What follows belongs to an exercise in optimizing a design on an open flow for small area and a short achievable clock period; a production flow would make more cautious choices. At most, simulation tests tie the RTL to the original design; equivalence was not proved. Power and IR drop assume default switching activity.

## ALU
module ALU(clk,operand_a,operand_b,result,opcode,zero_flag);
Settings: LEC_CHECK=0, ABC_AREA=1, CAP_MARGIN=20, CORE_MARGIN=2, CORE_UTILIZATION=40, SLEW_MARGIN=20; clock period 5.0 ns.
standard.sh (not shown) runs the stock make flow with config.mk's settings and CLKGATE_MAP_FILE= SYNTH_SCRIPT=/design/flow/synth_recipe.tcl, a recipe that flattens the netlist after the stock synthesis.
==> flow/flow/run.sh <==
#!/bin/bash
# Standard ORFS layout, with two changes: Yosys's full/half-adder extraction is
# off (ADDER_MAP_FILE empty) so ABC maps the whole datapath, and the I/O port
# buffers use buf_1 instead of the cell buffer_ports picks by default.
set -euo pipefail
bash standard.sh ADDER_MAP_FILE= "BUFFER_PORTS_ARGS=-buffer_cell sky130_fd_sc_hd__buf_1" finish > standard_flow.log 2>&1
Change:
--- a/flow/design.v
+++ b/flow/design.v
@@ -3,18 +3,25 @@
     input [31:0] operand_a;
     input [31:0] operand_b;
     input [7:0] opcode;
     output reg [31:0] result;
     output reg zero_flag;
     wire valid = ~|opcode[7:3];
     wire [2:0] op = opcode[2:0];
-    wire sub = (op == 3'd1) | (op == 3'd6);
-    wire [31:0] bx = operand_b ^ {32{sub}};
-    wire [31:0] p = operand_a ^ bx;
-    wire [31:0] g = operand_a & bx;
+    wire sub = op[0] | op[1];
+    wire arith = valid & (op[2:1] == 2'b00);
+    wire slt = valid & (op == 3'd6);
+    wire [31:0] t = operand_a ^ operand_b;
+    wire [31:0] ab = operand_a & operand_b;
+    wire [31:0] p = t ^ {32{sub}};
+    wire [31:0] g = operand_a & ~p;
+    wire kp = valid & ((op == 3'd0) | (op == 3'd3) | (op == 3'd5));
+    wire kg = valid & ((op == 3'd1) | (op == 3'd2) | (op == 3'd3));
+    wire k0 = valid & ((op == 3'd1) | (op == 3'd4));
+    wire [31:0] l = (t & {32{kp}}) | (ab & {32{kg}}) | (~t & ~ab & {32{k0}});
     wire g0c = g[0] | (p[0] & sub);
     wire G0_1 = g[1] | (p[1] & g0c);
     wire P0_1 = p[1] & p[0];
     wire G0_3 = g[3] | (p[3] & g[2]);
     wire P0_3 = p[3] & p[2];
     wire G0_5 = g[5] | (p[5] & g[4]);
     wire P0_5 = p[5] & p[4];
@@ -156,26 +163,14 @@
     assign c[26] = G7_25;
     assign c[27] = G8_26;
     assign c[28] = G6_27;
     assign c[29] = G8_28;
     assign c[30] = G7_29;
     assign c[31] = G8_30;
     assign c[32] = G4_31;
-    wire [31:0] sum = p ^ c[31:0];
     wire lt = ~c[32];
-    reg [31:0] r;
-    always @* begin
-        case (op)
-            3'd0, 3'd1: r = sum;
-            3'd2: r = g;
-            3'd3: r = g | p;
-            3'd4: r = ~(g | p);
-            3'd5: r = p;
-            3'd6: r = {1'b0, {31{lt}}};
-            default: r = 32'b0;
-        endcase
-    end
+    wire [31:0] x = arith ? c[31:0] : {1'b0, {31{slt & lt}}};
     always @(posedge clk) begin
-        result <= valid ? r : 32'b0;
+        result <= l ^ x;
         zero_flag <= ~|result;
     end
 endmodule
Effect: Die area fell by 7.2%; clock power rose by 12%; core utilization rose by 0.24 points; hold slack is about the same; cell area fell by 6.3%; clock skew is about the same; via count fell by 5.4%; sequential cell count stays the same; wire length fell by 13%; synthesized area fell by 7.4%; power fell by 15%; combinational power fell by 37%; count of clock-buffer cells in the layout rose by 1.
Only the layout flow was run in the first run of this note; the RTL was not checked for function there.

---

Another version of the RTL of ALU (not shown whole).
Size in the first run: roughly 680 cells after synthesis, roughly 3800 um^2 of cells after synthesis.
clock: 5.0 ns
lec_check: 0
abc_area: 1
cap_margin: 20
core_margin: 2
core_utilization: 40
setup_slack_margin: 1.8
slew_margin: 20
Scripts as last shown in full above: flow/flow/run.sh
The first run ran to the end with no violations.
==> next run, changes <==
--- a/flow/design.v
+++ b/flow/design.v
@@ -3,28 +3,28 @@
     input [31:0] operand_a;
     input [31:0] operand_b;
     input [7:0] opcode;
     output reg [31:0] result;
     output reg zero_flag;
     wire valid = ~|opcode[7:3];
     wire [2:0] op = opcode[2:0];
     wire sub = op[0] | op[1];
     wire arith = valid & (op[2:1] == 2'b00);
     wire slt = valid & (op == 3'd6);
+    wire [31:0] t = operand_a ^ operand_b;
+    wire [31:0] ab = operand_a & operand_b;
+    wire [31:0] p = t ^ {32{sub}};
+    wire [31:0] g = operand_a & ~p;
     wire kp = valid & ((op == 3'd0) | (op == 3'd3) | (op == 3'd5));
     wire kg = valid & ((op == 3'd1) | (op == 3'd2) | (op == 3'd3));
     wire k0 = valid & ((op == 3'd1) | (op == 3'd4));
-    wire [31:0] t = operand_a ^ operand_b;
-    wire [31:0] ab = operand_a & operand_b;
     wire [31:0] l = (t & {32{kp}}) | (ab & {32{kg}}) | (~t & ~ab & {32{k0}});
-    wire [31:0] p = t ^ {32{sub}};
-    wire [31:0] g = operand_a & ~p;
     wire g0c = g[0] | (p[0] & sub);
     wire G0_1 = g[1] | (p[1] & g0c);
     wire P0_1 = p[1] & p[0];
     wire G0_3 = g[3] | (p[3] & g[2]);
     wire P0_3 = p[3] & p[2];
     wire G0_5 = g[5] | (p[5] & g[4]);
     wire P0_5 = p[5] & p[4];
     wire G0_7 = g[7] | (p[7] & g[6]);
     wire P0_7 = p[7] & p[6];
     wire G0_9 = g[9] | (p[9] & g[8]);
What happened: The new run completed with no timing, DRC or antenna violations. Die area does not change. Global-route usage does not change. Maximum frequency does not change. Final cell count does not change. Via count does not change. Setup slack does not change. Synthesized cell count is unchanged. Utilization does not change. Clock skew stays the same. Count of clock-buffer cells in the layout is unchanged.
For the first run of this note, only the layout was checked, not whether the RTL still works.

---

The RTL this note starts from:
==> flow/design.v <==
module ALU(clk,operand_a,operand_b,result,opcode,zero_flag);
    input clk;
    input [31:0] operand_a;
    input [31:0] operand_b;
    input [7:0] opcode;
    output reg [31:0] result;
    output reg zero_flag;
    wire valid = ~|opcode[7:3];
    wire [2:0] op = opcode[2:0];
    wire sub = (op == 3'd1) | (op == 3'd6);
    wire [31:0] bx = operand_b ^ {32{sub}};
    wire [31:0] p = operand_a ^ bx;
    wire [31:0] g = operand_a & bx;
    wire g0c = g[0] | (p[0] & sub);
    wire G0_1 = g[1] | (p[1] & g0c);
    wire P0_1 = p[1] & p[0];
    wire G0_3 = g[3] | (p[3] & g[2]);
    wire P0_3 = p[3] & p[2];
    wire G0_5 = g[5] | (p[5] & g[4]);
    wire P0_5 = p[5] & p[4];
    wire G0_7 = g[7] | (p[7] & g[6]);
    wire P0_7 = p[7] & p[6];
    wire G0_9 = g[9] | (p[9] & g[8]);
    wire P0_9 = p[9] & p[8];
    wire G0_11 = g[11] | (p[11] & g[10]);
    wire P0_11 = p[11] & p[10];
    wire G0_13 = g[13] | (p[13] & g[12]);
    wire P0_13 = p[13] & p[12];
    wire G0_15 = g[15] | (p[15] & g[14]);
    wire P0_15 = p[15] & p[14];
    wire G0_17 = g[17] | (p[17] & g[16]);
    wire P0_17 = p[17] & p[16];
    wire G0_19 = g[19] | (p[19] & g[18]);
    wire P0_19 = p[19] & p[18];
    wire G0_21 = g[21] | (p[21] & g[20]);
    wire P0_21 = p[21] & p[20];
    wire G0_23 = g[23] | (p[23] & g[22]);
    wire P0_23 = p[23] & p[22];
    wire G0_25 = g[25] | (p[25] & g[24]);
    wire P0_25 = p[25] & p[24];
    wire G0_27 = g[27] | (p[27] & g[26]);
    wire P0_27 = p[27] & p[26];
    wire G0_29 = g[29] | (p[29] & g[28]);
    wire P0_29 = p[29] & p[28];
    wire G0_31 = g[31] | (p[31] & g[30]);
    wire P0_31 = p[31] & p[30];
    wire G1_2 = g[2] | (p[2] & G0_1);
    wire P1_2 = p[2] & P0_1;
    wire G1_3 = G0_3 | (P0_3 & G0_1);
    wire P1_3 = P0_3 & P0_1;
    wire G1_6 = g[6] | (p[6] & G0_5);
    wire P1_6 = p[6] & P0_5;
    wire G1_7 = G0_7 | (P0_7 & G0_5);
    wire P1_7 = P0_7 & P0_5;
    wire G1_10 = g[10] | (p[10] & G0_9);
    wire P1_10 = p[10] & P0_9;
    wire G1_11 = G0_11 | (P0_11 & G0_9);
    wire P1_11 = P0_11 & P0_9;
    wire G1_14 = g[14] | (p[14] & G0_13);
    wire P1_14 = p[14] & P0_13;
    wire G1_15 = G0_15 | (P0_15 & G0_13);
    wire P1_15 = P0_15 & P0_13;
    wire G1_18 = g[18] | (p[18] & G0_17);
    wire P1_18 = p[18] & P0_17;
    wire G1_19 = G0_19 | (P0_19 & G0_17);
    wire P1_19 = P0_19 & P0_17;
    wire G1_22 = g[22] | (p[22] & G0_21);
    wire P1_22 = p[22] & P0_21;
    wire G1_23 = G0_23 | (P0_23 & G0_21);
    wire P1_23 = P0_23 & P0_21;
    wire G1_26 = g[26] | (p[26] & G0_25);
    wire P1_26 = p[26] & P0_25;
    wire G1_27 = G0_27 | (P0_27 & G0_25);
    wire P1_27 = P0_27 & P0_25;
    wire G1_30 = g[30] | (p[30] & G0_29);
    wire P1_30 = p[30] & P0_29;
    wire G1_31 = G0_31 | (P0_31 & G0_29);
    wire P1_31 = P0_31 & P0_29;
    wire G2_4 = g[4] | (p[4] & G1_3);
    wire P2_4 = p[4] & P1_3;
    wire G2_5 = G0_5 | (P0_5 & G1_3);
    wire P2_5 = P0_5 & P1_3;
    wire G2_6 = G1_6 | (P1_6 & G1_3);
    wire P2_6 = P1_6 & P1_3;
    wire G2_7 = G1_7 | (P1_7 & G1_3);
    wire P2_7 = P1_7 & P1_3;
    wire G2_12 = g[12] | (p[12] & G1_11);
    wire P2_12 = p[12] & P1_11;
    wire G2_13 = G0_13 | (P0_13 & G1_11);
    wire P2_13 = P0_13 & P1_11;
    wire G2_14 = G1_14 | (P1_14 & G1_11);
    wire P2_14 = P1_14 & P1_11;
    wire G2_15 = G1_15 | (P1_15 & G1_11);
    wire P2_15 = P1_15 & P1_11;
    wire G2_20 = g[20] | (p[20] & G1_19);
    wire P2_20 = p[20] & P1_19;
    wire G2_21 = G0_21 | (P0_21 & G1_19);
    wire P2_21 = P0_21 & P1_19;
    wire G2_22 = G1_22 | (P1_22 & G1_19);
    wire P2_22 = P1_22 & P1_19;
    wire G2_23 = G1_23 | (P1_23 & G1_19);
    wire P2_23 = P1_23 & P1_19;
    wire G2_28 = g[28] | (p[28] & G1_27);
    wire P2_28 = p[28] & P1_27;
    wire G2_29 = G0_29 | (P0_29 & G1_27);
    wire P2_29 = P0_29 & P1_27;
    wire G2_30 = G1_30 | (P1_30 & G1_27);
    wire P2_30 = P1_30 & P1_27;
    wire G2_31 = G1_31 | (P1_31 & G1_27);
    wire P2_31 = P1_31 & P1_27;
    wire G3_8 = g[8] | (p[8] & G2_7);
    wire P3_8 = p[8] & P2_7;
    wire G3_9 = G0_9 | (P0_9 & G2_7);
    wire P3_9 = P0_9 & P2_7;
    wire G3_10 = G1_10 | (P1_10 & G2_7);
    wire P3_10 = P1_10 & P2_7;
    wire G3_11 = G1_11 | (P1_11 & G2_7);
    wire P3_11 = P1_11 & P2_7;
    wire G3_12 = G2_12 | (P2_12 & G2_7);
    wire P3_12 = P2_12 & P2_7;
    wire G3_13 = G2_13 | (P2_13 & G2_7);
    wire P3_13 = P2_13 & P2_7;
    wire G3_14 = G2_14 | (P2_14 & G2_7);
    wire P3_14 = P2_14 & P2_7;
    wire G3_15 = G2_15 | (P2_15 & G2_7);
    wire P3_15 = P2_15 & P2_7;
    wire G3_24 = g[24] | (p[24] & G2_23);
    wire P3_24 = p[24] & P2_23;
    wire G3_25 = G0_25 | (P0_25 & G2_23);
    wire P3_25 = P0_25 & P2_23;
    wire G3_26 = G1_26 | (P1_26 & G2_23);
    wire P3_26 = P1_26 & P2_23;
    wire G3_27 = G1_27 | (P1_27 & G2_23);
    wire P3_27 = P1_27 & P2_23;
    wire G3_28 = G2_28 | (P2_28 & G2_23);
    wire P3_28 = P2_28 & P2_23;
    wire G3_29 = G2_29 | (P2_29 & G2_23);
    wire P3_29 = P2_29 & P2_23;
    wire G3_30 = G2_30 | (P2_30 & G2_23);
    wire P3_30 = P2_30 & P2_23;
    wire G3_31 = G2_31 | (P2_31 & G2_23);
    wire P3_31 = P2_31 & P2_23;
    wire G4_16 = g[16] | (p[16] & G3_15);
    wire P4_16 = p[16] & P3_15;
    wire G4_17 = G0_17 | (P0_17 & G3_15);
    wire P4_17 = P0_17 & P3_15;
    wire G4_18 = G1_18 | (P1_18 & G3_15);
    wire P4_18 = P1_18 & P3_15;
    wire G4_19 = G1_19 | (P1_19 & G3_15);
    wire P4_19 = P1_19 & P3_15;
    wire G4_20 = G2_20 | (P2_20 & G3_15);
    wire P4_20 = P2_20 & P3_15;
    wire G4_21 = G2_21 | (P2_21 & G3_15);
    wire P4_21 = P2_21 & P3_15;
    wire G4_22 = G2_22 | (P2_22 & G3_15);
    wire P4_22 = P2_22 & P3_15;
    wire G4_23 = G2_23 | (P2_23 & G3_15);
    wire P4_23 = P2_23 & P3_15;
    wire G4_24 = G3_24 | (P3_24 & G3_15);
    wire P4_24 = P3_24 & P3_15;
    wire G4_25 = G3_25 | (P3_25 & G3_15);
    wire P4_25 = P3_25 & P3_15;
    wire G4_26 = G3_26 | (P3_26 & G3_15);
    wire P4_26 = P3_26 & P3_15;
    wire G4_27 = G3_27 | (P3_27 & G3_15);
    wire P4_27 = P3_27 & P3_15;
    wire G4_28 = G3_28 | (P3_28 & G3_15);
    wire P4_28 = P3_28 & P3_15;
    wire G4_29 = G3_29 | (P3_29 & G3_15);
    wire P4_29 = P3_29 & P3_15;
    wire G4_30 = G3_30 | (P3_30 & G3_15);
    wire P4_30 = P3_30 & P3_15;
    wire G4_31 = G3_31 | (P3_31 & G3_15);
    wire P4_31 = P3_31 & P3_15;
    wire [32:0] c;
    assign c[0] = sub;
    assign c[1] = g0c;
    assign c[2] = G0_1;
    assign c[3] = G1_2;
    assign c[4] = G1_3;
    assign c[5] = G2_4;
    assign c[6] = G2_5;
    assign c[7] = G2_6;
    assign c[8] = G2_7;
    assign c[9] = G3_8;
    assign c[10] = G3_9;
    assign c[11] = G3_10;
    assign c[12] = G3_11;
    assign c[13] = G3_12;
    assign c[14] = G3_13;
    assign c[15] = G3_14;
    assign c[16] = G3_15;
    assign c[17] = G4_16;
    assign c[18] = G4_17;
    assign c[19] = G4_18;
    assign c[20] = G4_19;
    assign c[21] = G4_20;
    assign c[22] = G4_21;
    assign c[23] = G4_22;
    assign c[24] = G4_23;
    assign c[25] = G4_24;
    assign c[26] = G4_25;
    assign c[27] = G4_26;
    assign c[28] = G4_27;
    assign c[29] = G4_28;
    assign c[30] = G4_29;
    assign c[31] = G4_30;
    assign c[32] = G4_31;
    wire [31:0] sum = p ^ c[31:0];
    wire lt = ~c[32];
    reg [31:0] r;
    always @* begin
        case (op)
            3'd0, 3'd1: r = sum;
            3'd2: r = g;
            3'd3: r = g | p;
            3'd4: r = ~(g | p);
            3'd5: r = p;
            3'd6: r = {1'b0, {31{lt}}};
            default: r = 32'b0;
        endcase
    end
    always @(posedge clk) begin
        result <= valid ? r : 32'b0;
        zero_flag <= ~|result;
    end
endmodule
clock: 5.0 ns
lec_check: 0
abc_area: 1
cap_margin: 20
core_margin: 2
core_utilization: 40
slew_margin: 20
Scripts as last shown in full above: flow/flow/run.sh
The starting point passed the timing, design-rule and antenna checks.
Edit:
--- a/flow/design.v
+++ b/flow/design.v
@@ -6,12 +6,19 @@
     output reg [31:0] result;
     output reg zero_flag;
     wire valid = ~|opcode[7:3];
     wire [2:0] op = opcode[2:0];
-    wire sub = (op == 3'd1) | (op == 3'd6);
-    wire [31:0] bx = operand_b ^ {32{sub}};
-    wire [31:0] p = operand_a ^ bx;
-    wire [31:0] g = operand_a & bx;
+    wire sub = op[0] | op[1];
+    wire arith = valid & (op[2:1] == 2'b00);
+    wire slt = valid & (op == 3'd6);
+    wire kp = valid & ((op == 3'd0) | (op == 3'd3) | (op == 3'd5));
+    wire kg = valid & ((op == 3'd1) | (op == 3'd2) | (op == 3'd3));
+    wire k0 = valid & ((op == 3'd1) | (op == 3'd4));
+    wire [31:0] t = operand_a ^ operand_b;
+    wire [31:0] ab = operand_a & operand_b;
+    wire [31:0] l = (t & {32{kp}}) | (ab & {32{kg}}) | (~t & ~ab & {32{k0}});
+    wire [31:0] p = t ^ {32{sub}};
+    wire [31:0] g = operand_a & ~p;
     wire g0c = g[0] | (p[0] & sub);
     wire G0_1 = g[1] | (p[1] & g0c);
     wire P0_1 = p[1] & p[0];
     wire G0_3 = g[3] | (p[3] & g[2]);
@@ -205,23 +212,11 @@
     assign c[29] = G4_28;
     assign c[30] = G4_29;
     assign c[31] = G4_30;
     assign c[32] = G4_31;
-    wire [31:0] sum = p ^ c[31:0];
     wire lt = ~c[32];
-    reg [31:0] r;
-    always @* begin
-        case (op)
-            3'd0, 3'd1: r = sum;
-            3'd2: r = g;
-            3'd3: r = g | p;
-            3'd4: r = ~(g | p);
-            3'd5: r = p;
-            3'd6: r = {1'b0, {31{lt}}};
-            default: r = 32'b0;
-        endcase
-    end
+    wire [31:0] x = arith ? c[31:0] : {1'b0, {31{slt & lt}}};
     always @(posedge clk) begin
-        result <= valid ? r : 32'b0;
+        result <= l ^ x;
         zero_flag <= ~|result;
     end
 endmodule
Result: Fmax rises by 15%; total power goes down by 20%; sequential power goes up by about 1%; hold slack improves by 0.029 ns; via count drops by 7.1%; design area shrinks by 4.5%; routed wire length fell by 17%; clock-buffer cell count went down by 1; clock power is about the same; register-to-register slack gains 0.08 ns; flip-flop and latch count does not change.
Function was not checked in any run of this note: the RTL went through the layout flow alone.

==> static timing again, ports no longer ideal <==
No port has a modelled driver above. Below, the same layouts with a new extraction and two added sets of constraints. Step 1 sets driving cells, clkbuf_16 on the clock port and buf_2 on the other inputs (assumed; they add their load-dependent delay and slew). Step 2 moves the port delays by t, midway between the first and last clock arrival at a register: inputs arrive t later, outputs are due t later. That takes back most of the time a late clock gives input paths. Slacks: ideal ports / drivers / drivers and shift; pairs: ideal ports / drivers.
run	shift t [ns]	setup WS [ns]	hold slack, ns	slew at the worst register clock pin (ns)	cell pins on the clock port's net
the first run of note 1	0.318	1.324 / 1.335 / 1.018	0.520 / 0.520 / 0.520	0.08 / 0.08	1
the second run of note 1	0.315	1.434 / 1.441 / 1.127	0.518 / 0.518 / 0.518	0.07 / 0.07	1
the first run of note 2	0.317	2.014 / 2.021 / 1.704	0.518 / 0.518 / 0.518	0.08 / 0.08	1
the second run of note 2	0.317	2.014 / 2.021 / 1.704	0.518 / 0.518 / 0.518	0.08 / 0.08	1
the first run of note 3	0.333	0.978 / 0.985 / 0.652	0.521 / 0.521 / 0.521	0.08 / 0.08	1
the second run of note 3	0.325	1.490 / 1.483 / 1.158	0.550 / 0.550 / 0.550	0.08 / 0.08	1
After both steps every run listed still meets setup and hold. The setup slack of the second run of note 3, which loses most, moves by -0.007 ns with the drivers and by -0.332 ns with both steps.
